Context: an optimization exercise on an open-source flow, tuned for small area, a short achievable clock period and few clock cycles. The choices shown serve that exercise and are no tape-out recipe. At most, simulation tests tie the RTL to the original design; equivalence was not proved. Function not checked in run 1: the RTL went through the layout flow alone.

==> flow/design.v, too long to show whole: its modules and the start of the top module <==
// module MandelbrotGen: 1316 lines
// module mfa: 4 lines
// module mha: 4 lines
module MandelbrotGen(
		input Clk_100M,           
		input  [4:0]BTNS,         
		input  SW0,               
		input  SW15,              
		output reg [18:0] addrA,  
		output reg [11:0] dinA,   
		output reg wea            
    );
  // ...
==> flow/flow/run.sh <==
#!/bin/bash
# Standard synthesis, then the standard layout steps with a larger setup
# margin for the resizer's timing repair.
set -euo pipefail
MARGIN=7.5
bash standard.sh synth > synth.log 2>&1
sed "s/SETUP_SLACK_MARGIN=[0-9.]*/SETUP_SLACK_MARGIN=$MARGIN/" standard.sh > layout.sh
bash layout.sh > layout.log 2>&1
==> flow/standard.sh <==
#!/bin/bash
# synth_recipe.tcl (not shown) runs the flow's synth.tcl, then flattens the netlist and writes it again
# the make line also repeats each setting of config.mk as NAME=value (left out here)
make -C /OpenROAD-flow-scripts/flow DESIGN_CONFIG=/design/flow/config.mk WORK_HOME=/design/flow/orfs CLKGATE_MAP_FILE= SYNTH_SCRIPT=/design/flow/synth_recipe.tcl "${@:-finish}"
==> flow/config.mk <==
export PLATFORM = sky130hd
export DESIGN_NAME = MandelbrotGen
export DESIGN_NICKNAME = MandelbrotGen
export VERILOG_FILES = /design/flow/design.v
export SDC_FILE = /design/flow/constraint.sdc
export NUM_CORES = 8
export LEC_CHECK = 0
export CAP_MARGIN = 70
export CORE_MARGIN = 2
export CORE_UTILIZATION = 40
export SETUP_SLACK_MARGIN = 5
export SLEW_MARGIN = 70
export SYNTH_HIERARCHICAL = 1
export SYNTH_MINIMUM_KEEP_SIZE = 0
export TNS_END_PERCENT = 0
==> flow/constraint.sdc <==
create_clock -name core_clock -period 11.0 [get_ports {Clk_100M}]
set_input_delay 2.2000 -clock core_clock [delete_from_list [all_inputs] [get_ports {Clk_100M}]]
set_output_delay 2.2000 -clock core_clock [all_outputs]
set_load 0.01 [all_outputs]
==> impl_metrics.csv, run 1 <==
group,metric,value,unit
synthesis,synthAdderAreaFrac,0.337,
final_layout,largest_class,"multi-input combinational cells",
synthesis,synth.top_cells.by_count,"438 x fa_1, 388 x nor2_1, 331 x dfxtp_1, 210 x nand2_1, 179 x clkbuf_1",
final_layout,buffer_area_frac,0.0530,
setup_path,r2r_start,"zi1[5]",
detailed_routing,wl_per_cell,22.1,um
placed_design,post-place-ws,6.45,ns
final_layout,multi_input_cells,2515,
min_path,hp-start,"n1[2]",
timing,slew_violations,0,
clock_tree,cts.path.max_buffers,3,
synthesis,yosys-top-cells-area,"fa_1 27%, dfxtp_1 20%, ha_1 6.6%",
timing,finalClockSkew,0.0258,ns
setup_path,cp.depth,11,
setup_path,start_kind,"flop",
min_path,worstHoldPathCells,0,
setup_path,worst_path_max_delay_cell,"fa_1",
synthesis,synth_compound_area_frac,0.130,
floorplanning,tap_cells,1060,
floorplanning,die_area,83100,um^2
synthesis,ys_ff_latch,394,
clock_tree,cts.sinks,394,
final_layout,largest_register_ffs,19,
synthesis,synthArstFlopShare,0,
timing,fin_crit_sh,0.367,
global_routing,grt_pass1_vias,24500,
run_status,status,"timing/DRC/antenna clean",
synthesis,synthesis.area,32300,um^2
setup_path,worst_path_most_repeated_cell,"fa_1",
final_layout,area_growth,16.2,%
synthesis,seq_area_frac_synth,0.263,
job,maxCapViolCount,0,
==> run 2: changes to the inputs <==
--- a/flow/design.v
+++ b/flow/design.v
@@ -1304,19 +1304,19 @@
 		end
 	end
 	wea <= retire & ~raw_restart;
 	if (restart) begin
 		addrA <= 19'd307199;
 		hpar  <= 1'b0;
 	end else if (retire) begin
 		addrA <= (addrA == 19'd307199) ? 19'd0 : addrA + 19'd1;
-		dinA  <= (n2 == 8'd150) ? 12'h000 : {4'b0100, n2};
 		hpar  <= ~hpar;
 	end
+	dinA <= (n2 == 8'd150) ? 12'h000 : {4'b0100, n2};
 end
 endmodule
 module mfa(input a, input b, input c, output s, output co);
 	assign s  = a ^ b ^ c;
 	assign co = (a & b) | (a & c) | (b & c);
 endmodule
 module mha(input a, input b, output s, output co);
 	assign s  = a ^ b;
==> flow/flow/run.sh (replaced) <==
#!/bin/bash
# Layout flow: the standard synthesis, then the standard ORFS layout steps
# with the resizer's timing repair aiming for a larger setup slack margin, so
# that it shortens the critical paths below the clock period. Each tool's
# output goes to a log here.
set -euo pipefail
MARGIN=7.2
bash standard.sh synth > synth.log 2>&1
sed -e "s/SETUP_SLACK_MARGIN=[0-9.]*/SETUP_SLACK_MARGIN=$MARGIN/" standard.sh > layout.sh
bash layout.sh > layout.log 2>&1
==> flow/config.mk (replaced) <==
export PLATFORM = sky130hd
export DESIGN_NAME = MandelbrotGen
export DESIGN_NICKNAME = MandelbrotGen
export VERILOG_FILES = /design/flow/design.v
export SDC_FILE = /design/flow/constraint.sdc
export NUM_CORES = 8
export LEC_CHECK = 0
export CAP_MARGIN = 70
export CORE_MARGIN = 2
export CORE_UTILIZATION = 55
export PLACE_DENSITY = 0.7
export SETUP_SLACK_MARGIN = 5
export SLEW_MARGIN = 70
export SYNTH_HIERARCHICAL = 1
export SYNTH_MINIMUM_KEEP_SIZE = 0
export TNS_END_PERCENT = 0
==> run 2 against run 1 <==
Against the previous run:
- still clean
- design area shrank 2.4%
- die area down 27%
- hold slack hardly changed
- flip-flop and latch count unchanged
==> impl_metrics.csv, run 2 <==
group,metric,value,unit
setup_path,cp-end-kind,"flop",
synthesis,yosys.area.top_type,"fa_1",
placed_design,numPortBuffers,36,
detailed_routing,drc_errors,0,
placed_design,dp_hpwl,65.2,mm
timing,slew_headroom,0.667,
floorplanning,placementRows,88,
detailed_routing,via_count,25200,
floorplanning,design.core.area,57800,um^2
synthesis,ys_types,80,
global_routing,grt_max_degree,56,
timing,final.setup.tns,0,ns
floorplanning,die_area,60600,um^2
global_routing,grt_usage,0.318,
setup_path,cp.required,11.48,ns
timing,slew_violations,0,
final_layout,drive_gt1_frac,0.122,
timing,fin_crit_sh,0.361,
clock_tree,cts.sinks,394,
detailed_routing,wl,95.7,mm
setup_path,r2r_start,"zi1[5]",
detailed_routing,wl_per_cell,23.7,um
floorplanning,start_util,0.558,
clock_tree,clkTransAtPathRegs,0.06,ns
min_path,worstHoldPathCells,0,
timing,rsz0062_at_grt,"true",
clock_tree,cts_tree,"done",
final_layout,final_cell_mix,"423 x fa_1, 384 x nor2_1, 314 x dfxtp_1",
synthesis,seq_area_frac_synth,0.261,
floorplanning,die_y,246,um
clock_tree,insertion_delay,0.61,ns
timing,finalClockSkew,0.0267,ns
timing,fin_crit,3.97,ns
final_layout,top_register,"addrA",
final_layout,area_growth,13.8,%
floorplanning,io_pins,40,
clock_tree,cts.htree.levels,2,
global_routing,gr-total-overflow,0,
run_status,status,"timing/DRC/antenna clean",
floorplanning,die_x,246,um
synthesis,avgSynthCellArea,9.97,um^2
synthesis,synthesis.area,32200,um^2
synthesis,syn_inst,3233,
job,maxCapViolCount,0,
detailed_routing,routed_via_density,6.23,
global_routing,grt_pass1_vias,25800,
final_layout,layout_commonest_cell,"fa_1",
synthesis,yosys-top-cells-area,"fa_1 27%, dfxtp_1 21%, ha_1 6.6%",
detailed_routing,ant_nets,0,
synthesis,synthFlopType,"dfxtp_1",
synthesis,yosys_warnings,7,
detailed_routing,first_pass_iters,6,
placed_design,gp_congestion,0.951,
timing,finalSetupViolations,0,
final_layout,finalNetCount,3857,
setup_path,path_class,"reg -> reg",
synthesis,yosysMostFrequentCell,"fa_1",
setup_path,ff2ff_path_depth,12,
clock_tree,cts.path.max_buffers,3,
synthesis,synthArstFlopShare,0,
min_path,hp-class,"reg -> reg",
final_layout,largest_register_ffs,19,
synthesis,synth-edff-count,54,
timing,final-hold-violation-count,0,
synthesis,ys_ff_latch,394,
setup_path,worst_ep_arrival_time,4.45,ns
setup_path,crit_path_start,"zi1[5]",
clock_tree,hold_buffers,0,
min_path,hp-start,"d1",
synthesis,synthDominantCellAreaShare,0.272,
setup_path,path_max_fanout,10,
detailed_routing,drtIter0Drc,2633,
global_routing,antenna_found_initial,1,
global_routing,grt_pass1_wl,148,mm
timing,fmax,252,MHz
timing,holdWs,0.325,ns
clock_tree,cts_buffers,45,
setup_path,start_kind,"flop",
timing,tightest_slew,0.495,ns
synthesis,synth.top_cells.by_count,"438 x fa_1, 388 x nor2_1, 340 x dfxtp_1, 189 x nand2_1, 183 x xnor2_1",
clock_tree,root_buffer,"clkbuf_16",
run 2: changes by cell type in the layout (fill, tap and decap cells not counted), moves of 7 or more:
cell      previous run  this run
buf_4               66        74
a21oi_1            131       150
o211ai_1            17         8
a31oi_1              5        12
a221oi_1            10        19
nor3_1              27        36
nand2_1            209       188
xnor2_1            158       171
xor2_1              78        68
edfxtp_1            63        54
nor2b_1             19        28
a211oi_1            41        34
run 2: final timing paths:
check | slack (ns) | end
worst max-delay path | 7.03 | zh1_q[11]
worst min-delay path | 0.33 | d2
worst max register to register | 7.03 | zh1_q[11]
worst min register to register | 0.33 | d2
run 2: modules after synthesis (local to each module, per instance):
module         flops+latches  copies in the design  area (um^2)
MandelbrotGen            394                     1        22900
mfa                        0                   434         20.0
mha                        0                    52         12.5
run 2: critical path, cell delays in order (launching register included):
cell	delay, ns
dfxtp_4	0.39
buf_12	0.13
clkinvlp_4	0.13
buf_4	0.16
and3_1	0.18
a21o_4	0.25
buf_4	0.19
o21ai_0	0.29
xnor2_2	0.19
fa_1	0.58
fa_1	0.49
fa_1	0.42
fa_1	0.45
run 2: layout make-up:
class                   instances  area [um^2]
repair buffers                168         1980
multi-input cells            2522        23300
well taps                     765          957
clock buffers                  65         1320
fillers                      4576        21100
clock inverters                16          140
diodes                          1         2.50
flip-flops and latches        394         8490
inverters                     110          526
run 2: timing repair:
action                     CTS  global route
buffers inserted            45            20
cloned                      11             1
gates resized for setup     96            51
hold endpoints to repair     0             0
setup endpoints to repair  131           131
pin swaps                   26            30
run 2: kinds of logic (layout without fill, tap and decap cells):
logic type                 count (synthesis)  after routing  synth area share
DFF                                      394            394             0.261
and+or+nand+nor                          903            903             0.130
xor gates and xnor gates                 256            256            0.0696
adders and majority gates                608            608             0.338
AOI/OAI and AO/OA                        639            639             0.129
muxes                                    102            102            0.0329
buffers and inverters                    329            359            0.0388
other                                      2             15          0.000233
run 2: per-layer routing:
metal | global-route usage | vias up | part of all wire
met2 | 0.496 | 1348 | 0.46
met3 | 0.0634 | 257 | 0.093
met1 | 0.431 | 12600 | 0.40
li1 | - | 10900 | -
met4 | 0.137 | 0 | 0.044
met5 | 0 | - | 0
run 2: per-stage QoR:
stage,util,instance area [um^2],instances,worst slack (ns)
5_1_grt,0.634,36700,4040,6.92
2_1_floorplan,-,32400,3245,7.17
6_report,0.634,36700,4041,7.03
3_5_place_dp,0.581,33600,3879,6.44
3_3_place_gp,0.573,33100,3871,5.75
4_1_cts,0.625,36100,4016,7.05
Testbench counts of run 2, summed over its fixed seeds: cycles 10,830,570.
==> run 3: changes to the inputs <==
--- a/flow/config.mk
+++ b/flow/config.mk
@@ -5,10 +5,10 @@
 export SDC_FILE = /design/flow/constraint.sdc
 export NUM_CORES = 8
 export LEC_CHECK = 0
+export ABC_AREA = 1
 export CAP_MARGIN = 70
 export CORE_MARGIN = 2
-export CORE_UTILIZATION = 55
-export PLACE_DENSITY = 0.7
+export CORE_UTILIZATION = 40
 export SETUP_SLACK_MARGIN = 5
 export SLEW_MARGIN = 70
 export SYNTH_HIERARCHICAL = 1
==> run 3 against run 2 <==
Against the previous run:
- design area is 1.6% higher
- sequential share of layout area decreased by 0.23 points
- critical path depth is 1 lower
- highest routed layer is now met5
==> impl_metrics.csv, run 3 <==
group,metric,value,unit
run_status,status,"timing/DRC/antenna clean",
floorplanning,start_util,0.406,
clock_tree,cts.htree.levels,2,
placed_design,placed_cell_area,34300,um^2
setup_path,cp.depth,11,
global_routing,antenna_found_initial,1,
detailed_routing,routed_via_density,5.32,
job,maxCapViolCount,0,
detailed_routing,wl_per_cell,19.6,um
detailed_routing,routedLengthMet1,41.5,mm
clock_tree,root_buffer,"clkbuf_16",
setup_path,worst_ep_arrival_time,4.35,ns
detailed_routing,via_count,26100,
synthesis,avgSynthCellArea,8.64,um^2
setup_path,start_kind,"flop",
synthesis,yosys.area.top_type,"fa_1",
synthesis,synthesis.area,32800,um^2
clock_tree,cts_buffers,45,
timing,rsz0062_at_grt,"true",
setup_path,r2r_start,"zi1[11]",
synthesis,yosys-top-cells-area,"fa_1 27%, dfxtp_1 21%, nand2_1 9.0%",
final_layout,top_register,"addrA",
clock_tree,cts_tree,"done",
synthesis,syn_inst,3794,
clock_tree,cts.sinks,394,
global_routing,grt_max_degree,60,
synthesis,ys_types,64,
detailed_routing,first_pass_iters,7,
timing,slew_violations,0,
global_routing,grt_usage,0.225,
synthesis,synth-edff-count,54,
timing,fin_crit_sh,0.352,
final_layout,final_util,0.461,
final_layout,largest_register_ffs,19,
setup_path,crit_path_start,"zi1[11]",
synthesis,yosysMostFrequentCell,"nand2_1",
detailed_routing,highest_layer,"met5",
floorplanning,die_x,290,um
floorplanning,die_y,290,um
timing,finalSetupViolations,0,
detailed_routing,wl_met2,42.9,mm
setup_path,crit_chain,"buf_12, clkinvlp_4, buf_4, ha_4, o22ai_1, xor2_1, fa_1, fa_1, fa_2, fa_2, fa_1",
synthesis,synthFlopType,"dfxtp_1",
detailed_routing,drc_errors,0,
detailed_routing,dr_wl_met3,8.03,mm
min_path,hp-class,"reg -> reg",
floorplanning,placementRows,104,
placed_design,gp_congestion,0.911,
clock_tree,clkTransAtPathRegs,0.06,ns
setup_path,ff2ff_path_depth,11,
synthesis,seq_area_frac_synth,0.257,
global_routing,gr-total-overflow,0,
detailed_routing,ant_nets,0,
placed_design,numPortBuffers,36,
synthesis,synthArstFlopShare,0,
final_layout,final_cell_mix,"777 x nand2_1, 528 x inv_1, 420 x fa_1",
min_path,worstHoldPathCells,0,
clock_tree,cts.path.max_buffers,3,
clock_tree,insertion_delay,0.61,ns
timing,final-hold-violation-count,0,
floorplanning,die_area,84200,um^2
timing,finalClockSkew,0.0206,ns
setup_path,cp.required,11.48,ns
setup_path,cp.buffers_inverters,3,
final_layout,diodes,0,
setup_path,worst_path_max_delay_cell,"fa_1",
synthesis,synthDominantCellAreaShare,0.268,
setup_path,cp-end-kind,"flop",
floorplanning,io_pins,40,
setup_path,worst_path_most_repeated_cell,"fa_1",
synthesis,yosys_warnings,7,
setup_path,cpPeakStageDelay,0.54,ns
detailed_routing,wl,96.4,mm
setup_path,path_max_fanout,9,
synthesis,synth.top_cells.by_count,"788 x nand2_1, 543 x inv_1, 438 x fa_1, 340 x dfxtp_1, 199 x xor2_1",
detailed_routing,drtIter0Drc,2620,
clock_tree,hold_buffers,0,
global_routing,grt_pass1_wl,149,mm
min_path,hp-start,"d1",
final_layout,layout_commonest_cell,"nand2_1",
global_routing,grt_pass1_vias,26100,
timing,fin_crit,3.87,ns
setup_path,cp_top_family,"adder cells",
floorplanning,design.core.area,80800,um^2
setup_path,path_class,"reg -> reg",
timing,fmax,258,MHz
synthesis,ys_ff_latch,394,
final_layout,drive_gt1_frac,0.105,
placed_design,dp_hpwl,69.0,mm
final_layout,final_area,37300,um^2
timing,final.setup.tns,0,ns
timing,holdWs,0.323,ns
final_layout,area_growth,13.8,%
final_layout,finalNetCount,4435,
==> run 3: cell types whose count changed after synthesis, moves of 113 or more <==
cell,delta
o22ai_1,+163
and2_1,-113
xnor2_1,-158
nand2_1,+599
xor2_1,+126
nor2_1,-233
inv_1,+447
==> run 3: worst register-to-register path: stages (launching register included) <==
cell and delay, ns:
dfxtp_4 0.39, buf_12 0.15, clkinvlp_4 0.15, buf_4 0.18, ha_4 0.32, o22ai_1 0.10, xor2_1 0.19, fa_1 0.45
fa_1 0.54, fa_2 0.45, fa_2 0.36, fa_1 0.46
==> run 3: final timing paths <==
| kind | end | slack, ns |
|---|---|---|
| max | zh1_q[5] | 7.13 |
| min | d2 | 0.32 |
| max reg2reg | zh1_q[5] | 7.13 |
| min reg2reg | d2 | 0.32 |
==> run 3: modules after synthesis, one instance, submodules excluded <==
module,copies in the design,flops+latches,area [um^2],cells
mfa,434,0,20.0,1
mha,52,0,12.5,1
MandelbrotGen,1,394,23400,3308
==> run 3: layout make-up <==
type                       count  area [um^2]
timing repair buffer         157         1750
fill                        7662        43500
timing repair inverter         3         15.0
tap                         1060         1330
clock buffer                  60         1270
sequential                   394         8540
inverter                     573         2270
multi-input combinational   2645        21900
clock inverter                23          204
==> run 3: routing by layer <==
metal	vias up	global-route usage
met1	12600	0.310
li1	12100	-
met2	1163	0.353
met3	239	0.0408
met5	-	0
met4	2	0.0892
==> run 3: cell families (layout without fill, tap and decap cells) <==
group	after synthesis	after routing	synth area share
other	2	14	0.000229
buffers and inverters	767	816	0.0895
adders and majority gates	608	608	0.332
xor gates and xnor gates	225	225	0.0604
DFF	394	394	0.257
and+or+nand+nor	1193	1193	0.153
AOI/OAI and AO/OA	603	603	0.107
muxes	2	2	0.000611
==> run 3: through the flow <==
stage,setup WS [ns],std cells
2_1_floorplan,7.18,3806
3_3_place_gp,6.22,4738
3_5_place_dp,6.53,4746
4_1_cts,7.02,4858
5_1_grt,7.04,4915
6_report,7.13,4915
==> run 3: what timing repair did <==
item,4_1_cts,5_1_grt
setup endpoints to repair,88,127
pin swaps,7,40
resized for setup,41,99
gates cloned,7,5
buffers inserted,22,51
==> run 4: changes to the inputs <==
--- a/flow/config.mk
+++ b/flow/config.mk
@@ -5,7 +5,6 @@
 export SDC_FILE = /design/flow/constraint.sdc
 export NUM_CORES = 8
 export LEC_CHECK = 0
-export ABC_AREA = 1
 export CAP_MARGIN = 70
 export CORE_MARGIN = 2
 export CORE_UTILIZATION = 40
==> run 4 against run 3 <==
Against the previous run:
- design area fell by 1.1%
- still clean
- global-route usage increased by 0.84 points
- routed wire length down 0.56%
- largest cell class unchanged
- register-to-register slack worse by 0.11 ns
- hold slack better by 0.0015 ns
- flip-flop and latch count did not move
- clock-buffer cell count increased by 5
- critical path type unchanged
- area after synthesis shrank 1.6%
==> impl_metrics.csv, run 4 <==
group,metric,value,unit
setup_path,worst_path_most_repeated_cell,"fa_1",
synthesis,synth-edff-count,54,
global_routing,grt_max_degree,67,
setup_path,cp_top_family,"adder cells",
synthesis,ys_ff_latch,394,
placed_design,post-place-cells,4183,
detailed_routing,wl_per_cell,22.1,um
synthesis,syn_inst,3233,
synthesis,yosysMostFrequentCell,"fa_1",
setup_path,r2r-end,"t0_q[6]",
synthesis,synthArstFlopShare,0,
placed_design,gp_congestion,0.903,
setup_path,r2r_start,"zr1[15]",
detailed_routing,routed_via_density,5.57,
timing,final-hold-violation-count,0,
final_layout,layoutNonFillerInstCount,4335,
final_layout,top_register,"addrA",
global_routing,grt_pass1_vias,24500,
floorplanning,io_pins,40,
floorplanning,die_area,82900,um^2
synthesis,yosys-top-cells-area,"fa_1 27%, dfxtp_1 21%, ha_1 6.6%",
clock_tree,clkTransAtPathRegs,0.06,ns
final_layout,area_growth,14.4,%
clock_tree,cts_buffers,45,
final_layout,drive_gt1_frac,0.116,
setup_path,path_class,"reg -> reg",
run_status,status,"timing/DRC/antenna clean",
final_layout,largest_register_ffs,19,
global_routing,grt_usage,0.234,
timing,slew_violations,0,
clock_tree,root_buffer,"clkbuf_16",
min_path,hp-class,"reg -> reg",
clock_tree,hold_buffers,0,
clock_tree,cts_tree,"done",
global_routing,antenna_found_initial,3,
floorplanning,die_x,288,um
timing,rsz0062_at_grt,"true",
setup_path,ff2ff_path_depth,8,
setup_path,cp.required,11.46,ns
setup_path,cp.depth,8,
global_routing,grt_pass1_wl,149,mm
setup_path,start_kind,"flop",
detailed_routing,ant_nets,0,
placed_design,dp_hpwl,65.8,mm
final_layout,final_cell_mix,"421 x fa_1, 378 x nor2_1, 316 x dfxtp_1",
synthesis,synth.top_cells.by_count,"438 x fa_1, 388 x nor2_1, 340 x dfxtp_1, 189 x nand2_1, 183 x xnor2_1",
setup_path,cp.buffers_inverters,1,
synthesis,yosys_warnings,7,
placed_design,numPortBuffers,36,
synthesis,synthDominantCellAreaShare,0.272,
job,maxCapViolCount,0,
synthesis,ys_types,80,
detailed_routing,drc_errors,0,
timing,finalClockSkew,0.0202,ns
global_routing,gr-total-overflow,0,
setup_path,crit_chain,"clkinv_2, nor2_1, fa_1, fa_1, fa_1, fa_1, fa_1, fa_1",
final_layout,final_util,0.460,
final_layout,finalNetCount,3856,
clock_tree,cts.path.max_buffers,3,
detailed_routing,via_count,24100,
setup_path,reg2reg_slack,7.02,ns
synthesis,yosys.area.top_type,"fa_1",
setup_path,worst_path_max_delay_cell,"fa_1",
setup_path,cpPeakStageDelay,0.59,ns
min_path,hp-start,"n1[5]",
clock_tree,cts.htree.levels,2,
setup_path,endpoint,"t0_q[6]",
timing,fin_crit,3.98,ns
timing,fin_crit_sh,0.362,
floorplanning,die_y,288,um
detailed_routing,drtIter0Drc,2251,
synthesis,synthesis.area,32200,um^2
floorplanning,start_util,0.402,
synthesis,seq_area_frac_synth,0.261,
setup_path,cp-end-kind,"flop",
setup_path,worst_ep_arrival_time,4.45,ns
floorplanning,design.core.area,80200,um^2
synthesis,avgSynthCellArea,9.97,um^2
timing,fmax,251,MHz
final_layout,layout_commonest_cell,"fa_1",
detailed_routing,first_pass_iters,6,
clock_tree,cts.sinks,394,
detailed_routing,wl,95.9,mm
timing,final.setup.tns,0,ns
synthesis,synthFlopType,"dfxtp_1",
setup_path,path_max_fanout,18,
floorplanning,placementRows,104,
setup_path,crit_path_start,"zr1[15]",
clock_tree,insertion_delay,0.60,ns
timing,finalSetupViolations,0,
## run 4: changes by cell type in the layout (fill, tap and decap cells not counted), moves of 94 or more
cell / change
a22oi_1: +96
and2_1: +113
xnor2_1: +147
o22ai_1: -151
inv_1: -451
nand2_1: -589
xor2_1: -127
nor2_1: +236
nand3_1: -94
## run 4: Yosys stat by module (local to each module, per instance)
module         cells  cell area, um^2  flops+latches  copies in the design
mha                1             12.5              0                    52
mfa                1             20.0              0                   434
MandelbrotGen   2747            22900            394                     1
## run 4: worst min-delay path by stage
stage	slack, ns	to	depth (start not counted)
finish	0.32	n2[5]	0
global route	0.33	n2[5]	0
CTS	0.33	n2[5]	0
detailed placement	0.31	d2	0
global placement	0.31	n2[6]	0
floorplan	0.31	d2	0
## run 4: stage by stage
stage	area, um^2	hold WS (ns)	setup slack [ns]
6_report	36900	0.325	7.02
5_1_grt	36900	0.328	6.91
4_1_cts	36600	0.326	7.06
3_5_place_dp	34000	0.312	6.32
3_3_place_gp	33500	0.310	5.96
2_1_floorplan	32400	0.310	7.17
## run 4: routing by layer
layer | vias to the layer above | GRT usage | part of all wire
met2 | 952 | 0.367 | 0.46
met3 | 190 | 0.0482 | 0.084
li1 | 11000 | - | -
met1 | 12000 | 0.324 | 0.43
met5 | - | 0 | 0.00022
met4 | 4 | 0.0728 | 0.033
## run 4: what timing repair did
item                                    CTS  global route
gates resized for setup                 108            23
pin swaps                                33            17
buffers inserted                         49             7
endpoints found under the setup margin  151           130
gates cloned                             10             1
## run 4: cells by family after synthesis
family                   after synthesis  synth area share
AND/OR/NAND/NOR                      903             0.130
flip-flops                           394             0.261
multiplexers                         102            0.0329
buffers and inverters                329            0.0388
other                                  2          0.000233
XOR/XNOR                             256            0.0696
adder cells (fa/ha/maj)              608             0.338
AO/OA/AOI/OAI                        639             0.129
## run 4: final cells by class
type	instances	area (um^2)
Timing Repair Buffer	166	1880
Clock buffer	65	1290
Clock inverter	16	185
Tap cell	1060	1330
Sequential cell	394	8500
Multi-Input combinational cell	2523	23200
Antenna cell	1	2.50
Inverter	110	519
Fill cell	7593	43300
==> run 5: changes to the inputs <==
--- a/flow/config.mk
+++ b/flow/config.mk
@@ -8,6 +8,8 @@
 export CAP_MARGIN = 70
 export CORE_MARGIN = 2
 export CORE_UTILIZATION = 40
+export CTS_CLUSTER_DIAMETER = 60
+export CTS_CLUSTER_SIZE = 30
 export SETUP_SLACK_MARGIN = 5
 export SLEW_MARGIN = 70
 export SYNTH_HIERARCHICAL = 1
==> run 5 against run 4 <==
Against the previous run:
- first-iteration DRC count stayed put
- clock skew is 0.037 ns higher
- clock-buffer cell count is 21 lower
- die area stayed put
- area after synthesis stayed put
- non-clock buffer count is 5 lower
- critical path depth is 5 higher
- hold slack better by 0.0087 ns
- maximum frequency is 0.76% lower
==> impl_metrics.csv, run 5 <==
group,metric,value,unit
setup_path,crit_path_start,"zi1[11]",
floorplanning,die_y,288,um
min_path,hp-class,"reg -> reg",
clock_tree,cts.path.max_buffers,3,
global_routing,gr-total-overflow,0,
placed_design,gp_congestion,0.903,
timing,finalSetupViolations,0,
setup_path,path_max_fanout,6,
placed_design,post-place-cells,4183,
job,maxCapViolCount,0,
detailed_routing,wl,96.0,mm
synthesis,synthFlopType,"dfxtp_1",
detailed_routing,first_pass_iters,9,
synthesis,synth-edff-count,54,
placed_design,numPortBuffers,36,
floorplanning,die_x,288,um
timing,rsz0062_at_grt,"true",
synthesis,yosys-top-cells-area,"fa_1 27%, dfxtp_1 21%, ha_1 6.6%",
run_status,status,"timing/DRC/antenna clean",
synthesis,synth.top_cells.by_count,"438 x fa_1, 388 x nor2_1, 340 x dfxtp_1, 189 x nand2_1, 183 x xnor2_1",
final_layout,layoutNonFillerInstCount,4328,
min_path,hp-start,"n1[7]",
setup_path,path_class,"reg -> reg",
timing,fin_crit,4.02,ns
global_routing,grt_max_degree,67,
timing,fmax,249,MHz
synthesis,synthArstFlopShare,0,
setup_path,reg2reg_slack,6.98,ns
synthesis,syn_inst,3233,
floorplanning,io_pins,40,
clock_tree,root_buffer,"clkbuf_16",
min_path,hold_path_end,"n2[7]",
final_layout,final_cell_mix,"420 x fa_1, 378 x nor2_1, 316 x dfxtp_1",
floorplanning,placementRows,104,
timing,fin_crit_sh,0.365,
clock_tree,cts_buffers,42,
detailed_routing,drtIter0Drc,2251,
detailed_routing,ant_nets,0,
synthesis,yosysMostFrequentCell,"fa_1",
synthesis,seq_area_frac_synth,0.261,
timing,slew_violations,0,
synthesis,ys_types,80,
global_routing,antenna_found_initial,2,
placed_design,dp_hpwl,65.8,mm
floorplanning,start_util,0.402,
synthesis,synthDominantCellAreaShare,0.272,
detailed_routing,wl_per_cell,22.2,um
clock_tree,clkTransAtPathRegs,0.09,ns
synthesis,ys_ff_latch,394,
final_layout,area_growth,14.3,%
timing,slew_headroom,0.659,
clock_tree,insertion_delay,0.63,ns
setup_path,cp.required,11.46,ns
detailed_routing,drc_errors,0,
timing,final.setup.tns,0,ns
detailed_routing,routed_via_density,5.62,
synthesis,yosys_warnings,7,
timing,tightest_slew,0.507,ns
final_layout,layout_commonest_cell,"fa_1",
clock_tree,cts.htree.levels,2,
setup_path,cp-end-kind,"flop",
global_routing,grt_pass1_wl,149,mm
synthesis,synthesis.area,32200,um^2
clock_tree,cts_tree,"done",
global_routing,grt_pass1_vias,24500,
timing,finalClockSkew,0.0573,ns
setup_path,r2r_start,"zi1[11]",
final_layout,largest_register_ffs,19,
final_layout,finalNetCount,3849,
floorplanning,design.core.area,80200,um^2
floorplanning,die_area,82900,um^2
final_layout,drive_gt1_frac,0.116,
synthesis,avgSynthCellArea,9.97,um^2
setup_path,start_kind,"flop",
clock_tree,cts.sinks,394,
setup_path,worst_ep_arrival_time,4.47,ns
min_path,worstHoldPathCells,0,
clock_tree,hold_buffers,0,
detailed_routing,via_count,24300,
setup_path,r2r-end,"zh1_q[11]",
timing,final-hold-violation-count,0,
global_routing,grt_usage,0.235,
final_layout,top_register,"addrA",
setup_path,ff2ff_path_depth,13,
synthesis,yosys.area.top_type,"fa_1",
run 5: changes by cell type in the layout (fill, tap and decap cells not counted), moves of 3 or more:
cell | before | now
clkbuf_1 | 13 | 2
inv_8 | 0 | 9
clkbuf_8 | 8 | 2
clkbuf_16 | 47 | 42
inv_12 | 0 | 5
clkinv_2 | 10 | 6
inv_16 | 1 | 5
clkinv_8 | 0 | 3
inv_6 | 3 | 6
run 5: per-module statistics from Yosys (local to each module, per instance):
module         cell area, um^2  flops+latches
MandelbrotGen            22900            394
mfa                       20.0              0
mha                       12.5              0
run 5: worst max-delay path by stage:
| stage | slack, ns | end |
|---|---|---|
| floorplan | 7.17 | im0[16] |
| detailed placement | 6.32 | zh1_q[9] |
| global route | 6.90 | zi1[16] |
| CTS | 7.03 | zi1[16] |
| finish | 6.98 | zh1_q[11] |
| global placement | 5.96 | zh1_q[5] |
run 5: final cells by class:
| cell class | count | area [um^2] |
|---|---|---|
| multi-input combinational | 2523 | 23200 |
| antenna | 1 | 2.50 |
| timing repair inverter | 1 | 5.00 |
| timing repair buffer | 161 | 1790 |
| inverter | 110 | 513 |
| tap | 1060 | 1330 |
| clock inverter | 34 | 495 |
| sequential | 394 | 8500 |
| clock buffer | 44 | 1070 |
| fill | 7585 | 43300 |
run 5: layer usage:
| layer | share of wire | track usage |
|---|---|---|
| met5 | 0.00025 | 0 |
| met2 | 0.45 | 0.363 |
| met4 | 0.037 | 0.0789 |
| met1 | 0.43 | 0.325 |
| met3 | 0.086 | 0.0514 |
run 5: kinds of logic after synthesis:
family,Yosys count,synth area share
DFF,394,0.261
buffers and inverters,329,0.0388
xor gates and xnor gates,256,0.0696
other,2,0.000233
adders and majority gates,608,0.338
AOI/OAI and AO/OA,639,0.129
and+or+nand+nor,903,0.130
muxes,102,0.0329
run 5: critical path: stages, from the launching register on:
cell	delay (ns)
dfxtp_4	0.39
buf_12	0.14
clkinvlp_4	0.12
buf_4	0.18
and3_2	0.25
a21o_4	0.26
buf_4	0.16
buf_4	0.14
a22oi_1	0.17
xnor2_1	0.16
fa_1	0.47
fa_1	0.52
fa_1	0.45
fa_1	0.46
run 5: repair_timing:
action                     in CTS  in global routing
resized for setup              92                 23
pin swaps                      29                 16
buffers inserted               47                  5
gates cloned                   10                  1
setup endpoints to repair     158                141
run 5: stage by stage:
step | utilization | area (um^2) | hold slack (ns) | setup slack [ns]
2_1_floorplan | - | 32400 | 0.310 | 7.17
3_3_place_gp | 0.418 | 33500 | 0.310 | 5.96
3_5_place_dp | 0.425 | 34000 | 0.312 | 6.32
4_1_cts | 0.457 | 36600 | 0.334 | 7.03
5_1_grt | 0.460 | 36900 | 0.336 | 6.90
6_report | 0.460 | 36900 | 0.333 | 6.98
==> run 6: changes to the inputs <==
==> flow/config.mk (replaced) <==
export PLATFORM = sky130hd
export DESIGN_NAME = MandelbrotGen
export DESIGN_NICKNAME = MandelbrotGen
export VERILOG_FILES = /design/flow/design.v
export SDC_FILE = /design/flow/constraint.sdc
export NUM_CORES = 8
export LEC_CHECK = 0
export CAP_MARGIN = 20
export CORE_MARGIN = 2
export CORE_UTILIZATION = 40
export SETUP_SLACK_MARGIN = 5
export SLEW_MARGIN = 20
export SYNTH_HIERARCHICAL = 1
export SYNTH_MINIMUM_KEEP_SIZE = 0
export TNS_END_PERCENT = 0
==> run 6 against run 5 <==
Against the previous run:
- routed wire length rose by 2.8%
- clock-buffer cell count up 21
- non-clock buffer count up 16
- utilization barely moved
- hold slack got worse by 0.0082 ns
- worst setup slack got worse by 0.085 ns
- largest cell class unchanged
- clock skew shrank 0.0026 ns
- via count rose by 1.5%
==> impl_metrics.csv, run 6 <==
group,metric,value,unit
detailed_routing,routed_via_density,5.65,
setup_path,worst_ep_arrival_time,4.59,ns
final_layout,drive_gt1_frac,0.118,
detailed_routing,ant_nets,0,
setup_path,cp.required,11.48,ns
timing,final-hold-violation-count,0,
synthesis,seq_area_frac_synth,0.261,
synthesis,synth_compound_area_frac,0.129,
timing,slew_headroom,0.204,
timing,fin_crit,4.10,ns
clock_tree,cts.htree.levels,2,
global_routing,grt_max_degree,70,
setup_path,path_max_fanout,17,
global_routing,antenna_found_initial,4,
timing,final.setup.tns,0,ns
detailed_routing,first_pass_iters,6,
timing,fmax,244,MHz
synthesis,synthesis.area,32200,um^2
floorplanning,die_y,288,um
floorplanning,start_util,0.402,
final_layout,layoutNonFillerInstCount,4366,
synthesis,synth.mux.area_fraction,0.0329,
floorplanning,placementRows,104,
synthesis,yosysMostFrequentCell,"fa_1",
clock_tree,insertion_delay,0.63,ns
final_layout,layout_commonest_cell,"fa_1",
synthesis,synthDominantCellAreaShare,0.272,
detailed_routing,wl,98.7,mm
setup_path,ff2ff_path_depth,8,
detailed_routing,via_count,24700,
min_path,hp-class,"reg -> reg",
synthesis,yosys-top-cells-area,"fa_1 27%, dfxtp_1 21%, ha_1 6.6%",
final_layout,finalNetCount,3881,
placed_design,numPortBuffers,36,
final_layout,final_util,0.460,
synthesis,synth_top_family_by_area,"adder cells",
setup_path,crit_chain,"clkinv_4, a21oi_1, a21oi_1, fa_1, fa_1, fa_1, fa_1, fa_1",
setup_path,reg2reg_slack,6.90,ns
synthesis,yosys.area.top_type,"fa_1",
synthesis,synthArstFlopShare,0,
placed_design,post-place-cells,4171,
setup_path,cpPeakStageDelay,0.64,ns
synthesis,synth-edff-count,54,
final_layout,top_register,"addrA",
placed_design,gp_congestion,0.903,
global_routing,grt_pass1_vias,24900,
floorplanning,die_area,82900,um^2
synthesis,synthXorXnorAreaFrac,0.0696,
floorplanning,design.core.area,80200,um^2
clock_tree,cts_buffers,47,
setup_path,r2r_start,"zr1[16]",
global_routing,grt_usage,0.242,
detailed_routing,highest_layer,"met5",
final_layout,area_growth,14.4,%
synthesis,synth.top_cells.by_count,"438 x fa_1, 388 x nor2_1, 340 x dfxtp_1, 189 x nand2_1, 183 x xnor2_1",
floorplanning,io_pins,40,
clock_tree,root_buffer,"clkbuf_16",
detailed_routing,wl_met2,44.5,mm
clock_tree,clkTransAtPathRegs,0.06,ns
placed_design,placed_cell_area,33500,um^2
timing,fin_crit_sh,0.373,
job,maxCapViolCount,0,
detailed_routing,dr_wl_met3,8.83,mm
final_layout,final_area,36900,um^2
timing,finalSetupViolations,0,
detailed_routing,drc_errors,0,
timing,tightest_slew,1.19,ns
run_status,status,"timing/DRC/antenna clean",
setup_path,path_class,"reg -> reg",
global_routing,gr-total-overflow,0,
setup_path,crit_path_start,"zr1[16]",
synthesis,synthFlopType,"dfxtp_1",
global_routing,grt_pass1_wl,153,mm
synthesis,synthAdderAreaFrac,0.338,
clock_tree,cts.path.max_buffers,3,
setup_path,cp-end-kind,"flop",
timing,slew_violations,0,
synthesis,avgSynthCellArea,9.97,um^2
synthesis,yosys_warnings,7,
detailed_routing,drtIter0Drc,2439,
floorplanning,die_x,288,um
synthesis,syn_inst,3233,
placed_design,dp_hpwl,65.8,mm
setup_path,worst_path_max_delay_cell,"dfxtp_2",
clock_tree,cts_tree,"done",
setup_path,r2r-end,"zh1_q[7]",
timing,finalClockSkew,0.0547,ns
clock_tree,cts.sinks,394,
setup_path,worst_path_most_repeated_cell,"fa_1",
synthesis,ys_types,80,
final_layout,final_cell_mix,"425 x fa_1, 384 x nor2_1, 316 x dfxtp_1",
synthesis,ys_ff_latch,394,
synthesis,synthSimpleGateAreaFrac,0.130,
detailed_routing,routedLengthMet1,41.7,mm
timing,rsz0062_at_grt,"true",
setup_path,endpoint,"zh1_q[7]",
detailed_routing,wl_per_cell,22.6,um
setup_path,start_kind,"flop",
final_layout,largest_register_ffs,19,
[run 6: cell counts after synthesis]
Identical to the previous run, type by type.
[run 6: cells by family after synthesis]
group / after synthesis
muxes: 102
other: 2
and+or+nand+nor: 903
adders and majority gates: 608
AOI/OAI and AO/OA: 639
xor gates and xnor gates: 256
buffers and inverters: 329
DFF: 394
[run 6: per-layer routing]
metal | vias to the layer above | global-route usage
met2 | 1086 | 0.371
met1 | 12400 | 0.333
met3 | 204 | 0.0552
met5 | - | 0
li1 | 11000 | -
met4 | 6 | 0.0880
[run 6: stage by stage]
stage	setup WS, ns	hold WS [ns]
after floorplan	7.17	0.310
after global placement	5.96	0.310
after detailed placement	5.98	0.312
after CTS	7.03	0.327
after global routing	6.87	0.334
final	6.90	0.325
[run 6: worst min path at each step]
stage / startpoint / endpoint / slack (ns) / cells after the start
after floorplan: d1 / d2 / 0.31 / 0
after global placement: n1[6] / n2[6] / 0.31 / 0
after detailed placement: d1 / d2 / 0.31 / 0
after CTS: t1 / t2 / 0.33 / 0
after global routing: t1 / t2 / 0.33 / 0
final: n1[0] / n2[0] / 0.33 / 0
[run 6: per-module statistics from Yosys (local to each module, per instance)]
module,cells inside,copies in the design,flops+latches
mha,1,52,0
MandelbrotGen,2747,1,394
mfa,1,434,0
[run 6: cell type report]
| cell class | instances | area [um^2] |
|---|---|---|
| fill | 7646 | 43300 |
| timing repair buffer | 177 | 1880 |
| timing repair inverter | 11 | 67.6 |
| clock buffer | 65 | 1410 |
| tap | 1060 | 1330 |
| sequential | 394 | 8480 |
| clock inverter | 23 | 196 |
| inverter | 110 | 527 |
| antenna | 2 | 5.00 |
| multi-input combinational | 2524 | 23000 |
[run 6: timing repair]
| item | CTS | global route |
|---|---|---|
| hold buffers | 0 | 0 |
| gates resized for setup | 163 | 28 |
| buffers inserted | 70 | 13 |
| endpoints found under the setup margin | 224 | 169 |
| pin swaps | 31 | 26 |
| hold endpoints to repair | 0 | 0 |
| cloned | 22 | 0 |
[run 6: critical path, delay by kind of cell, from the launching register on]
kind	cells	cell delay [ns]
DFF	1	0.64
adders and majority gates	5	2.37
AOI/OAI and AO/OA	2	0.71
buffers and inverters	1	0.28
==> run 7: changes to the inputs <==
==> flow/flow/run.sh (replaced) <==
#!/bin/bash
# Layout flow: the standard synthesis, then the standard ORFS layout steps
# with two changes: the resizer's timing repair aims for a larger setup slack
# margin (so that it shortens the critical paths below the clock period), and
# the port buffers are plain buffers. Each tool's output goes to a log here.
set -euo pipefail
MARGIN=${MARGIN:-7.2}
PORTBUF=sky130_fd_sc_hd__buf_2
bash standard.sh synth > synth.log 2>&1
sed -e "s/SETUP_SLACK_MARGIN=[0-9.]*/SETUP_SLACK_MARGIN=$MARGIN/" \
    -e "s/\"\${@:-finish}\"/BUFFER_PORTS_ARGS=\"-buffer_cell $PORTBUF\" \"\${@:-finish}\"/" standard.sh > layout.sh
bash layout.sh > layout.log 2>&1
--- a/flow/config.mk
+++ b/flow/config.mk
@@ -5,11 +5,11 @@
 export SDC_FILE = /design/flow/constraint.sdc
 export NUM_CORES = 8
 export LEC_CHECK = 0
-export CAP_MARGIN = 20
+export CAP_MARGIN = 70
 export CORE_MARGIN = 2
 export CORE_UTILIZATION = 40
 export SETUP_SLACK_MARGIN = 5
-export SLEW_MARGIN = 20
+export SLEW_MARGIN = 70
 export SYNTH_HIERARCHICAL = 1
 export SYNTH_MINIMUM_KEEP_SIZE = 0
 export TNS_END_PERCENT = 0
==> run 7 against run 6 <==
Against the previous run:
- still clean on timing, DRC and antenna
- maximum frequency is 1.5% higher
- die area did not move
- utilization rose by 0.077 points
- non-clock buffer count fell by 9
- synthesized cell count unchanged
- critical path depth increased by 4
- highest routed layer is now met4
==> impl_metrics.csv, run 7 <==
group,metric,value,unit
run_status,status,"timing/DRC/antenna clean",
placed_design,numPortBuffers,36,
setup_path,r2r_start,"zi1[11]",
synthesis,yosysMostFrequentCell,"fa_1",
setup_path,cp-end-kind,"flop",
timing,fmax,247,MHz
setup_path,path_class,"reg -> reg",
timing,final-hold-violation-count,0,
setup_path,crit_path_start,"zi1[11]",
timing,fin_crit,4.04,ns
synthesis,synth-edff-count,54,
final_layout,largest_register_ffs,19,
global_routing,grt_pass1_vias,24500,
clock_tree,cts_tree,"done",
synthesis,synthDominantCellAreaShare,0.272,
final_layout,top_register,"addrA",
timing,fin_crit_sh,0.367,
final_layout,finalNetCount,3860,
synthesis,syn_inst,3233,
final_layout,final_cell_mix,"422 x fa_1, 375 x nor2_1, 318 x dfxtp_1",
clock_tree,root_buffer,"clkbuf_16",
synthesis,yosys_warnings,7,
min_path,hp-class,"reg -> reg",
floorplanning,die_x,288,um
global_routing,gr-total-overflow,0,
timing,final.setup.tns,0,ns
placed_design,gp_congestion,0.901,
timing,rsz0062_at_grt,"true",
timing,finalSetupViolations,0,
synthesis,synth.top_cells.by_count,"438 x fa_1, 388 x nor2_1, 340 x dfxtp_1, 189 x nand2_1, 183 x xnor2_1",
synthesis,seq_area_frac_synth,0.261,
final_layout,diodes,0,
clock_tree,cts_buffers,47,
placed_design,dp_hpwl,66.2,mm
synthesis,synthFlopType,"dfxtp_1",
final_layout,area_growth,14.6,%
setup_path,path_max_fanout,5,
timing,slew_violations,0,
final_layout,layout_commonest_cell,"fa_1",
setup_path,worst_ep_arrival_time,4.49,ns
detailed_routing,via_count,24500,
global_routing,antenna_found_initial,2,
synthesis,avgSynthCellArea,9.97,um^2
global_routing,grt_max_degree,67,
floorplanning,die_area,82900,um^2
min_path,hp-start,"n1[2]",
clock_tree,clkTransAtPathRegs,0.06,ns
synthesis,synthArstFlopShare,0,
detailed_routing,drtIter0Drc,2450,
floorplanning,start_util,0.402,
detailed_routing,ant_nets,0,
setup_path,start_kind,"flop",
setup_path,cp.required,11.45,ns
detailed_routing,wl,96.4,mm
clock_tree,cts.sinks,394,
synthesis,ys_types,80,
synthesis,yosys-top-cells-area,"fa_1 27%, dfxtp_1 21%, ha_1 6.6%",
synthesis,synthesis.area,32200,um^2
timing,finalClockSkew,0.0391,ns
clock_tree,insertion_delay,0.61,ns
global_routing,grt_pass1_wl,149,mm
detailed_routing,first_pass_iters,6,
synthesis,ys_ff_latch,394,
detailed_routing,routed_via_density,5.64,
placed_design,placed_cell_area,33800,um^2
final_layout,final_area,36900,um^2
clock_tree,cts.htree.levels,2,
global_routing,grt_usage,0.233,
floorplanning,placementRows,104,
floorplanning,design.core.area,80200,um^2
clock_tree,cts.path.max_buffers,3,
final_layout,fillers,7525,
job,maxCapViolCount,0,
detailed_routing,drc_errors,0,
floorplanning,io_pins,40,
detailed_routing,wl_per_cell,22.2,um
floorplanning,die_y,288,um
final_layout,drive_gt1_frac,0.137,
synthesis,yosys.area.top_type,"fa_1",
run 7: changes by cell type in the layout (fill, tap and decap cells not counted), moves of 9 or more:
cell / previous run / this run
buf_2: 0 / 37
xnor2_1: 179 / 170
buf_4: 105 / 78
dfxtp_2: 15 / 6
xnor2_2: 4 / 13
clkdlybuf4s50_1: 36 / 1
inv_4: 2 / 14
clkinvlp_4: 25 / 6
nor2_1: 384 / 375
run 7: through the flow:
step	instances	hold slack (ns)	worst slack [ns]	util
6_report	4343	0.325	6.96	0.461
5_1_grt	4343	0.334	6.88	0.461
4_1_cts	4319	0.327	7.05	0.455
3_5_place_dp	4177	0.312	6.37	0.422
3_3_place_gp	4172	0.310	5.98	0.416
2_1_floorplan	3245	0.310	7.17	-
run 7: kinds of logic after synthesis:
| group | after synthesis | synth area share |
|---|---|---|
| AND/OR/NAND/NOR | 903 | 0.130 |
| AO/OA/AOI/OAI | 639 | 0.129 |
| adder cells (fa/ha/maj) | 608 | 0.338 |
| flip-flops | 394 | 0.261 |
| buffers and inverters | 329 | 0.0388 |
| XOR/XNOR | 256 | 0.0696 |
| multiplexers | 102 | 0.0329 |
| other | 2 | 0.000233 |
run 7: repair_timing:
action	in CTS	in global routing
cloned	10	2
setup endpoints to repair	112	119
setup buffers	44	14
pin swaps	28	15
gates resized for setup	99	26
hold buffers	0	0
run 7: worst paths after layout:
path	endpoint	slack, ns	cells past startpoint
hold / removal	n2[2]	0.32	0
setup / recovery	zh1_q[5]	6.96	12
hold reg to reg	n2[2]	0.32	0
setup reg to reg	zh1_q[5]	6.96	12
run 7: final cells by class:
cell class | count | area, um^2 | area share
Sequential cell | 394 | 8500 | 0.230
Clock buffer | 62 | 1320 | 0.0358
Inverter | 110 | 514 | 0.0139
Timing Repair Buffer | 168 | 1750 | 0.0474
Multi-Input combinational cell | 2523 | 23300 | 0.630
Tap cell | 1060 | 1330 | 0.0359
Clock inverter | 26 | 270 | 0.00732
run 7: routing by layer:
layer	routed length (um)	global-route usage	vias up
li1	-	-	11000
met1	41400	0.328	12300
met2	43200	0.356	1014
met3	7920	0.0464	192
met4	3770	0.0881	0
met5	0	0	-
run 7: worst max-delay path, stage by stage (launching register included):
cell,delay [ns]
dfxtp_4,0.35
buf_12,0.14
buf_4,0.16
or3_1,0.40
o21ai_4,0.14
buf_6,0.19
a22oi_2,0.06
xnor2_1,0.25
fa_2,0.50
fa_2,0.37
fa_2,0.37
fa_1,0.51
fa_1,0.43
run 7: Yosys stat by module (local to each module, per instance):
module         cells inside  flops+latches
mha                       1              0
MandelbrotGen          2747            394
mfa                       1              0
==> run 8: changes to the inputs <==
==> flow/flow/run.sh (replaced) <==
#!/bin/bash
# Layout flow: the standard synthesis (standard.sh synth), then the
# standard ORFS layout steps (standard.sh's make command) with these changes:
#  - the resizer's timing repair aims for a larger setup slack margin, so that
#    it shortens the critical paths below the clock period;
#  - extra ORFS variables given in EXTRA below.
# Each tool's output goes to a log file in this folder.
set -euo pipefail
MARGIN=7.2
EXTRA='RECOVER_POWER=100'
bash standard.sh synth > synth.log 2>&1
sed -e "s/SETUP_SLACK_MARGIN=[0-9.]*/SETUP_SLACK_MARGIN=$MARGIN/" \
    -e "s|\"\${@:-finish}\"|$EXTRA \"\${@:-finish}\"|" standard.sh > layout.sh
bash layout.sh > layout.log 2>&1
==> run 8 against run 7 <==
Against the previous run:
- the layout now fails its checks (max-capacitance violations, max-slew violations)
- sequential share of layout area up 0.30 points
- design area decreased by 1.4%
- first-iteration DRC count decreased by 5.3%
- maximum frequency is 34% lower
- non-clock buffer count fell by 2
- area after synthesis unchanged
- via count decreased by 1.0%
- flip-flop and latch count unchanged
- critical path depth decreased by 3
- critical path type unchanged
- largest cell class unchanged
==> impl_metrics.csv, run 8 <==
group,metric,value,unit
setup_path,crit_path_start,"zr1[12]",
detailed_routing,wl_per_cell,22.1,um
synthesis,ys_ff_latch,394,
synthesis,yosysMostFrequentCell,"fa_1",
floorplanning,placementRows,104,
global_routing,antenna_found_initial,3,
timing,slew_headroom,-0.691,
final_layout,finalNetCount,3856,
synthesis,yosys-top-cells-area,"fa_1 27%, dfxtp_1 21%, ha_1 6.6%",
setup_path,path_max_fanout,20,
synthesis,seq_area_frac_synth,0.261,
timing,fin_crit,6.08,ns
timing,final.setup.tns,0,ns
synthesis,synthArstFlopShare,0,
placed_design,gp_congestion,0.903,
synthesis,synth_compound_area_frac,0.129,
setup_path,path_class,"reg -> reg",
clock_tree,cts.htree.levels,2,
placed_design,numPortBuffers,36,
timing,slew_violations,181,
setup_path,cp-end-kind,"flop",
setup_path,cp.required,11.47,ns
detailed_routing,wl,95.9,mm
clock_tree,cts_tree,"done",
final_layout,fillers,7670,
run_status,so.violations,"max-capacitance violations, max-slew violations",
floorplanning,die_y,288,um
min_path,hold_path_end,"n2[5]",
final_layout,largest_register_ffs,19,
final_layout,top_register,"addrA",
floorplanning,io_pins,40,
detailed_routing,drc_errors,0,
synthesis,ys_types,80,
synthesis,synthXorXnorAreaFrac,0.0696,
final_layout,layout_commonest_cell,"fa_1",
clock_tree,cts_buffers,45,
synthesis,synthSimpleGateAreaFrac,0.130,
placed_design,post-place-cells,4183,
synthesis,synth-edff-count,54,
job,maxCapViolCount,5,
clock_tree,cts.sinks,394,
min_path,hp-class,"reg -> reg",
final_layout,layoutNonFillerInstCount,4335,
synthesis,synthDominantCellAreaShare,0.272,
final_layout,area_growth,13.1,%
run_status,status,"failed layout checks",
floorplanning,die_area,82900,um^2
synthesis,yosys.area.top_type,"fa_1",
timing,tightest_slew,2.54,ns
synthesis,synth.mux.area_fraction,0.0329,
clock_tree,root_buffer,"clkbuf_16",
synthesis,synthesis.area,32200,um^2
timing,fmax,164,MHz
setup_path,start_kind,"flop",
final_layout,final_cell_mix,"425 x fa_1, 381 x nor2_1, 320 x dfxtp_1",
placed_design,dp_hpwl,65.8,mm
timing,finalClockSkew,0.0226,ns
synthesis,synthFlopType,"dfxtp_1",
setup_path,r2r-end,"t0_q[6]",
timing,rsz0062_at_grt,"true",
setup_path,reg2reg_slack,4.92,ns
detailed_routing,routed_via_density,5.59,
min_path,worstHoldPathCells,0,
clock_tree,clkTransAtPathRegs,0.06,ns
global_routing,grt_pass1_wl,149,mm
floorplanning,start_util,0.402,
floorplanning,die_x,288,um
global_routing,grt_pass1_vias,24500,
synthesis,synth.top_cells.by_count,"438 x fa_1, 388 x nor2_1, 340 x dfxtp_1, 189 x nand2_1, 183 x xnor2_1",
timing,final-hold-violation-count,0,
synthesis,synthAdderAreaFrac,0.338,
floorplanning,design.core.area,80200,um^2
detailed_routing,drtIter0Drc,2320,
detailed_routing,first_pass_iters,5,
setup_path,r2r_start,"zr1[12]",
global_routing,grt_max_degree,67,
min_path,hp-start,"n1[5]",
global_routing,gr-total-overflow,0,
setup_path,worst_ep_arrival_time,6.55,ns
timing,finalSetupViolations,0,
final_layout,drive_gt1_frac,0.0971,
synthesis,yosys_warnings,7,
clock_tree,cts.path.max_buffers,3,
detailed_routing,ant_nets,0,
clock_tree,insertion_delay,0.60,ns
synthesis,avgSynthCellArea,9.97,um^2
timing,fin_crit_sh,0.553,
synthesis,syn_inst,3233,
synthesis,synth_top_family_by_area,"adder cells",
setup_path,ff2ff_path_depth,9,
detailed_routing,via_count,24200,
global_routing,grt_usage,0.234,
run 8: cell counts after synthesis:
No cell type changed its count.
run 8: critical path, cell delays in order, from the launching register on:
cell and delay (ns):
dfxtp_1 0.30, clkbuf_1 1.18, clkinvlp_2 1.45, nor2_1 0.43, fa_1 0.25, fa_1 0.43
fa_1 0.48, fa_1 0.40, fa_1 0.59, fa_1 0.44
run 8: worst max-delay path by stage:
stage                     to  slack, ns  depth (start not counted)
floorplan            im0[16]       7.17                         16
global placement    zh1_q[5]       5.96                          9
detailed placement  zh1_q[9]       6.32                         12
CTS                  zi1[16]       7.06                         20
global route         zi1[16]       4.53                          7
finish               t0_q[6]       4.92                          9
run 8: what timing repair did:
action / in CTS / in global routing
pin swaps: 33 / 17
cloned: 10 / 1
hold buffers: 0 / 0
buffers inserted: 49 / 7
endpoints found under the setup margin: 151 / 130
gates resized for setup: 108 / 23
run 8: cells by family (layout without fill, tap and decap cells):
logic type                 Yosys count  in the layout
and+or+nand+nor                    903            903
AOI/OAI and AO/OA                  639            640
adders and majority gates          608            608
DFF                                394            394
buffers and inverters              329            357
xor gates and xnor gates           256            256
muxes                              102            102
other                                2             15
run 8: per-module statistics from Yosys, one instance, submodules excluded:
module	cells	cell area, um^2
MandelbrotGen	2747	22900
mfa	1	20.0
mha	1	12.5
run 8: per-stage QoR:
step                utilization  setup WS (ns)  cell area (um^2)  hold slack, ns
floorplan                     -           7.17             32400           0.310
global placement          0.418           5.96             33500           0.310
detailed placement        0.425           6.32             34000           0.312
CTS                       0.457           7.06             36600           0.326
global route              0.455           4.53             36400           0.328
finish                    0.455           4.92             36400           0.325
run 8: metal layers:
layer  vias to the layer above  track usage  part of all wire
li1                      11000            -                 -
met1                     12000        0.324              0.43
met2                      1023        0.367              0.46
met3                       176       0.0482             0.085
met4                         4       0.0728             0.033
met5                         -            0           0.00022
run 8: final cells by class:
class	instances	area, um^2	area share
sequential	394	8490	0.233
inverter	110	510	0.0140
multi-input combinational	2523	23000	0.630
tap	1060	1330	0.0364
timing repair buffer	166	1670	0.0459
clock buffer	65	1290	0.0355
antenna	1	2.50	0.0000687
clock inverter	16	185	0.00508
==> run 9: changes to the inputs <==
--- a/flow/flow/run.sh
+++ b/flow/flow/run.sh
@@ -6,8 +6,8 @@
 #  - extra ORFS variables given in EXTRA below.
 # Each tool's output goes to a log file in this folder.
 set -euo pipefail
-MARGIN=7.2
-EXTRA='RECOVER_POWER=100'
+MARGIN=7.5
+EXTRA=''
 bash standard.sh synth > synth.log 2>&1
 sed -e "s/SETUP_SLACK_MARGIN=[0-9.]*/SETUP_SLACK_MARGIN=$MARGIN/" \
     -e "s|\"\${@:-finish}\"|$EXTRA \"\${@:-finish}\"|" standard.sh > layout.sh
--- a/flow/config.mk
+++ b/flow/config.mk
@@ -5,6 +5,7 @@
 export SDC_FILE = /design/flow/constraint.sdc
 export NUM_CORES = 8
 export LEC_CHECK = 0
+export ABC_AREA = 1
 export CAP_MARGIN = 70
 export CORE_MARGIN = 2
 export CORE_UTILIZATION = 40
==> run 9 against run 8 <==
Against the previous run:
- largest cell class unchanged
- highest routed layer is now met4
- clock-buffer cell count fell by 5
- worst setup slack better by 2.3 ns
- synthesized cell count grew 17%
- register-to-register slack better by 2.3 ns
- now clean on timing, DRC and antenna
- clock skew grew 0.0041 ns
- utilization up 1.5 points
- design area rose by 4.1%
- first-iteration DRC count up 11%
==> impl_metrics.csv, run 9 <==
group,metric,value,unit
run_status,status,"timing/DRC/antenna clean",
global_routing,top_usage_layer,"met2",
placed_design,post-place-ws,6.60,ns
clock_tree,cts_tree,"done",
detailed_routing,wl,97.7,mm
global_routing,use_met3,0.0430,
timing,final.setup.tns,0,ns
setup_path,path_class,"reg -> reg",
placed_design,numPortBuffers,36,
setup_path,worst_path_max_delay_cell,"fa_1",
synthesis,avgSynthCellArea,8.64,um^2
floorplanning,placementRows,104,
setup_path,start_kind,"flop",
final_layout,layout_commonest_cell,"nand2_1",
clock_tree,cts.sinks,394,
job,maxCapViolCount,0,
clock_tree,cts.htree.levels,2,
global_routing,grt_max_degree,60,
clock_tree,cts.path.max_buffers,3,
setup_path,cp_top_family,"adder cells",
synthesis,synthDominantCellAreaShare,0.268,
setup_path,cp.required,11.47,ns
setup_path,worst_path_most_repeated_cell,"fa_1",
clock_tree,hold_buffers,0,
global_routing,grt_usage,0.228,
clock_tree,insertion_delay,0.61,ns
synthesis,syn_inst,3794,
synthesis,synth-edff-count,54,
final_layout,final_util,0.470,
placed_design,dp_hpwl,69.0,mm
detailed_routing,drc_errors,0,
detailed_routing,first_pass_iters,6,
synthesis,yosysMostFrequentCell,"nand2_1",
global_routing,grt_pass1_wl,150,mm
detailed_routing,ant_nets,0,
timing,layout_setup_ws,7.23,ns
placed_design,post-place-cells,4754,
clock_tree,clkTransAtPathRegs,0.06,ns
detailed_routing,routed_via_density,5.29,
synthesis,synthArstFlopShare,0,
global_routing,antenna_found_initial,0,
timing,fin_crit,3.77,ns
global_routing,gr-total-overflow,0,
detailed_routing,via_count,26100,
floorplanning,io_pins,40,
floorplanning,die_area,84200,um^2
setup_path,crit_chain,"buf_12, clkinvlp_4, ha_4, inv_1, o21ai_4, xor2_2, fa_1, fa_2, fa_1, fa_1, fa_1",
setup_path,cpPeakStageDelay,0.50,ns
setup_path,path_max_fanout,4,
synthesis,synthFlopType,"dfxtp_1",
min_path,hp-class,"reg -> reg",
synthesis,yosys_warnings,7,
synthesis,yosys-top-cells-area,"fa_1 27%, dfxtp_1 21%, nand2_1 9.0%",
global_routing,use_met1,0.310,
placed_design,gp_congestion,0.893,
setup_path,reg2reg_slack,7.23,ns
final_layout,drive_gt1_frac,0.121,
floorplanning,start_util,0.406,
clock_tree,root_buffer,"clkbuf_16",
setup_path,worst_ep_arrival_time,4.24,ns
timing,finalSetupViolations,0,
timing,fmax,265,MHz
final_layout,largest_register_ffs,19,
timing,finalClockSkew,0.0267,ns
final_layout,layoutNonFillerInstCount,4931,
timing,fin_crit_sh,0.343,
floorplanning,design.core.area,80800,um^2
timing,slew_violations,0,
final_layout,finalNetCount,4450,
synthesis,synth.top_cells.by_count,"788 x nand2_1, 543 x inv_1, 438 x fa_1, 340 x dfxtp_1, 199 x xor2_1",
floorplanning,die_y,290,um
detailed_routing,wl_per_cell,19.8,um
timing,final-hold-violation-count,0,
final_layout,area_growth,15.8,%
global_routing,grt_pass1_vias,26000,
synthesis,ys_ff_latch,394,
setup_path,cp.buffers_inverters,3,
clock_tree,cts_buffers,45,
detailed_routing,drtIter0Drc,2579,
synthesis,synthesis.area,32800,um^2
final_layout,final_cell_mix,"777 x nand2_1, 526 x inv_1, 405 x fa_1",
synthesis,ys_types,64,
synthesis,yosys.area.top_type,"fa_1",
setup_path,cp-end-kind,"flop",
final_layout,top_register,"addrA",
final_layout,diodes,0,
timing,rsz0062_at_grt,"true",
floorplanning,die_x,290,um
synthesis,seq_area_frac_synth,0.257,
global_routing,met2_usage,0.365,
## run 9: cell count changes in the layout (fill, tap and decap cells not counted), moves of 96 or more
cell / delta
a22oi_1: -96
xor2_1: +114
nor2_1: -238
inv_1: +449
xnor2_1: -152
o22ai_1: +144
nand2_1: +588
and2_1: -107
## run 9: routing by layer
layer	share of wire	vias up
li1	-	12100
met5	0	-
met2	0.46	1036
met4	0.034	0
met3	0.080	190
met1	0.43	12700
## run 9: repair_timing
action	CTS	global route
gates resized for setup	82	126
cloned	8	9
setup endpoints to repair	169	190
pin swaps	7	42
setup buffers	43	33
## run 9: layout make-up
cell class,count,area (um^2)
Clock buffer,60,1320
Timing Repair Buffer,171,1940
Fill cell,7626,42900
Timing Repair inverter,4,22.5
Tap cell,1060,1330
Clock inverter,24,314
Multi-Input combinational cell,2645,22200
Inverter,573,2280
Sequential cell,394,8520
## run 9: per-module statistics from Yosys (local to each module, per instance)
module,cells inside,area [um^2],flip-flops and latches
mha,1,12.5,0
MandelbrotGen,3308,23400,394
mfa,1,20.0,0
## run 9: logic make-up after synthesis
family,after synthesis,synth area share
buf+inv,767,0.0895
fa+ha+maj,608,0.332
mux,2,0.000611
other cells,2,0.000229
xor+xnor,225,0.0604
compound gates,603,0.107
flops,394,0.257
simple gates,1193,0.153
## run 9: worst reg2reg max path: cells and delay by family (launching register included)
kind / cells / cell delay (ns)
fa+ha+maj: 6 / 2.49
xor+xnor: 1 / 0.26
buf+inv: 3 / 0.32
flops: 1 / 0.39
compound gates: 1 / 0.18
## run 9: per-stage QoR
step | instance area [um^2] | hold WS [ns]
floorplan | 33200 | 0.310
finish | 38000 | 0.318
detailed placement | 34500 | 0.312
global placement | 34200 | 0.310
CTS | 37000 | 0.323
global route | 38000 | 0.333
## run 9: path summary, 6_finish.rpt
kind                            startpoint        to  depth (start not counted)
worst min register to register       n1[4]     n2[4]                          0
worst max register to register      zi1[1]  zh1_q[9]                         11
worst min-delay path                 n1[4]     n2[4]                          0
worst max-delay path                zi1[1]  zh1_q[9]                         11

-- separate check: timing with driven ports --
In the flow no input, the clock included, has a driving cell. The finished layouts below were timed again as built, in two steps.
Step 1 assumes that a clkbuf_16 drives the clock port and a buf_2 every other input.
Step 2 moves the port delays by t, midway between the first and last clock arrival at a register: inputs arrive t later, outputs are due t later. That takes back most of the time a late clock gives input paths.
Three values: no drivers, after step 1, after step 2; two values: the first two.
| run | t, ns | setup slack, ns | worst setup path at the end | clock arrival spread, ns | worst slew at a driven data input, ns |
|---|---|---|---|---|---|
| run 1 | 0.667 | 6.960 / 6.960 / 6.960 | register to register | 0.027 / 0.027 | 0.03 |
| run 2 | 0.661 | 7.031 / 7.031 / 7.031 | register to register | 0.028 / 0.027 | 0.04 |
| run 3 | 0.662 | 7.127 / 7.127 / 7.127 | register to register | 0.023 / 0.024 | 0.03 |
| run 4 | 0.653 | 7.015 / 7.015 / 7.015 | register to register | 0.020 / 0.021 | 0.04 |
| run 5 | 0.664 | 6.984 / 6.984 / 6.984 | register to register | 0.057 / 0.058 | 0.04 |
| run 6 | 0.666 | 6.899 / 6.899 / 6.899 | register to register | 0.055 / 0.055 | 0.04 |
| run 7 | 0.653 | 6.959 / 6.959 / 6.959 | register to register | 0.040 / 0.041 | 0.04 |
| run 8 | 0.654 | 4.919 / 4.919 / 4.919 | register to register | 0.024 / 0.024 | 0.04 |
| run 9 | 0.663 | 7.231 / 7.202 / 7.231 | register to register | 0.028 / 0.027 | 0.04 |
